This is an optimization exercise on Yosys and OpenROAD, whose aim is small area, not a production implementation.
Only simulation tests tie the RTL to the original design; equivalence was not proved.
The clock input has no modelled driver; a real chip could not lean on it and would need a root buffer or a full tree.
Power is estimated from default activity; no workload was simulated.

== red ==
==> flow/design.v <==
`timescale 1ns/1ps
module top #(
    parameter CLKS_PER_BIT = 234
)
(
    input wire clk,
    input wire rst_n,
    input wire uart_rx,
    output wire uart_tx
);
    reg [7:0] tcnt_r;
    wire tick = ~(tcnt_r[7] | tcnt_r[6] | tcnt_r[5] | tcnt_r[2] | tcnt_r[1] | tcnt_r[0]);
    wire tfb  = tcnt_r[7] ^ tcnt_r[4] ^ tcnt_r[2] ^ tcnt_r[0];
    always @(posedge clk) begin
        if (!rst_n || tick)
            tcnt_r <= 8'h12;
        else
            tcnt_r <= {tcnt_r[6:0], tfb};
    end
    reg        rx_active_r;
    reg [5:0]  dcnt_r;
    reg [31:0] a_sr_r;
    reg        carry_r;
    wire rx_bit   = uart_rx;
    wire dtick    = tick && rx_active_r;          
    wire b_half   = dcnt_r[5];
    wire a_bit    = a_sr_r[0];
    wire sum_bit  = rx_bit ^ a_bit ^ carry_r;
    wire carry_nx = (rx_bit & a_bit) | (carry_r & (rx_bit ^ a_bit));
    wire last_bit = dtick && (dcnt_r == 6'd63);   
    always @(posedge clk) begin
        if (!rst_n) begin
            rx_active_r <= 1'b0;
            dcnt_r      <= 6'd0;
        end else if (tick) begin
            if (!rx_active_r) begin
                if (!rx_bit)
                    rx_active_r <= 1'b1;
            end else begin
                dcnt_r <= dcnt_r + 6'd1;
                if (dcnt_r[2:0] == 3'd7)
                    rx_active_r <= 1'b0;
            end
        end
    end
    always @(posedge clk) begin
        if (dtick) begin
            a_sr_r  <= {rx_bit, a_sr_r[31:1]};
            carry_r <= b_half & carry_nx;         
        end
    end
    reg [3:0] tx_frm_r;
    reg       tx_r;
    wire      frm_on = tx_frm_r[3] | tx_frm_r[2];    
    always @(posedge clk) begin
        if (!rst_n) begin
            tx_frm_r <= 4'd0;
            tx_r     <= 1'b1;
        end else if (tick) begin
            if (last_bit)
                tx_frm_r <= 4'd6;
            else if (frm_on)
                tx_frm_r <= tx_frm_r + 4'd1;
            if (frm_on)
                tx_r <= tx_frm_r[3] ? (carry_r & ~|tx_frm_r[2:0]) : ~tx_frm_r[0];
            else if (b_half)
                tx_r <= rx_active_r ? sum_bit : rx_bit;
            else
                tx_r <= 1'b1;
        end
    end
    assign uart_tx = tx_r;
endmodule
clock: 37.037 ns
lec_check: 0
cap_margin: 20
core_margin: 2
core_utilization: 40
slew_margin: 20
standard.sh (not shown) runs the stock make flow with config.mk's settings and CLKGATE_MAP_FILE= SYNTH_SCRIPT=/design/flow/synth_recipe.tcl, a recipe that flattens the netlist after the stock synthesis.
==> flow/flow/run.sh <==
#!/bin/bash
# Layout flow: the standard ORFS flow (standard.sh) with these changes:
#  - synthesis is the standard script, but abc maps the logic with an
#    area-oriented script (flow/area.abc); flip-flop mapping is unchanged;
#  - the ports are buffered with the smallest buffer, buf_1;
#  - after clock tree synthesis, flow/clock_tree.tcl replaces the tree with
#    four buf_4 cells fed straight from the clock port, one per group of
#    nearby flip-flops, and shrinks oversized repair buffers to buf_4.
# Each ORFS step writes its own log under orfs/logs; make's output goes to
# flow_make.log.
set -euo pipefail
F=$PWD/flow
export MY_ABC_SCRIPT=$F/area.abc
bash standard.sh \
  SYNTH_SCRIPT=$F/synth.tcl \
  "BUFFER_PORTS_ARGS=-buffer_cell sky130_fd_sc_hd__buf_1" \
  POST_CTS_TCL=$F/clock_tree.tcl \
  finish > flow_make.log 2>&1
Other scripts of this flow, unchanged in this note and not shown: flow/flow/area.abc, flow/flow/clock_tree.tcl, flow/flow/synth.tcl
The flow did not stop early for red: all stages ran, and the layout cleared the timing, DRC and antenna checks.
The following lists how blue was set up differently from red:
--- a/flow/design.v
+++ b/flow/design.v
@@ -48,24 +48,24 @@
             a_sr_r  <= {rx_bit, a_sr_r[31:1]};
             carry_r <= b_half & carry_nx;         
         end
     end
     reg [3:0] tx_frm_r;
     reg       tx_r;
-    wire      frm_on = tx_frm_r[3] | tx_frm_r[2];    
+    wire      frm_on = |tx_frm_r;
     always @(posedge clk) begin
         if (!rst_n) begin
             tx_frm_r <= 4'd0;
             tx_r     <= 1'b1;
         end else if (tick) begin
             if (last_bit)
-                tx_frm_r <= 4'd6;
+                tx_frm_r <= 4'd10;
             else if (frm_on)
-                tx_frm_r <= tx_frm_r + 4'd1;
+                tx_frm_r <= tx_frm_r - 4'd1;
             if (frm_on)
-                tx_r <= tx_frm_r[3] ? (carry_r & ~|tx_frm_r[2:0]) : ~tx_frm_r[0];
+                tx_r <= tx_frm_r[3] & ~tx_frm_r[0] & (tx_frm_r[1] | carry_r);
             else if (b_half)
                 tx_r <= rx_active_r ? sum_bit : rx_bit;
             else
                 tx_r <= 1'b1;
         end
     end
### Flow results
Relative to red, total power draw has increased by about 3% in blue. blue vs. red: synthesized cell count shrank by 4, xor-xnor portion of the synthesized cell area grew by 0.49 points, wire length shrank by about 2.2%. Relative to red, met3 wire length has decreased by 37 um in blue. Delta (blue minus red): wire length of the first global-routing pass decreased about 4%, placeable core area decreased 30 sq um, proportion of synthesized chip area in sequential cells now larger, minimum setup slack in the final design increased by 0.089 ns relative to the old numbers, total number of vias fell 18. Placement-stage cell area (lower): blue.
In every run of this note, the design's own scripts or RTL, not TritonCTS, make the clock network.

re-timing with driven ports:
In the flow no input, the clock included, has a driving cell. The finished layouts below were timed again as built, in two steps. Step 1, drivers: a clkbuf_16 drives clk and a buf_2 each remaining input, both assumed. Step 2 moves the port delays by t, midway between the first and last clock arrival at a register: inputs arrive t later, outputs are due t later. That takes back most of the time a late clock gives input paths. Three values: ideal ports, drivers, drivers and shift; two values: the first two.
run	t (ns)	setup WS [ns]	cell pins on the clock port's net
red	0.187	28.581 / 28.606 / 28.419	4
blue	0.189	28.670 / 28.694 / 28.505	4
After both steps setup and hold are still met in every run listed. The setup slack of blue, which loses most, moves by +0.024 ns with the drivers and by -0.165 ns with both steps.
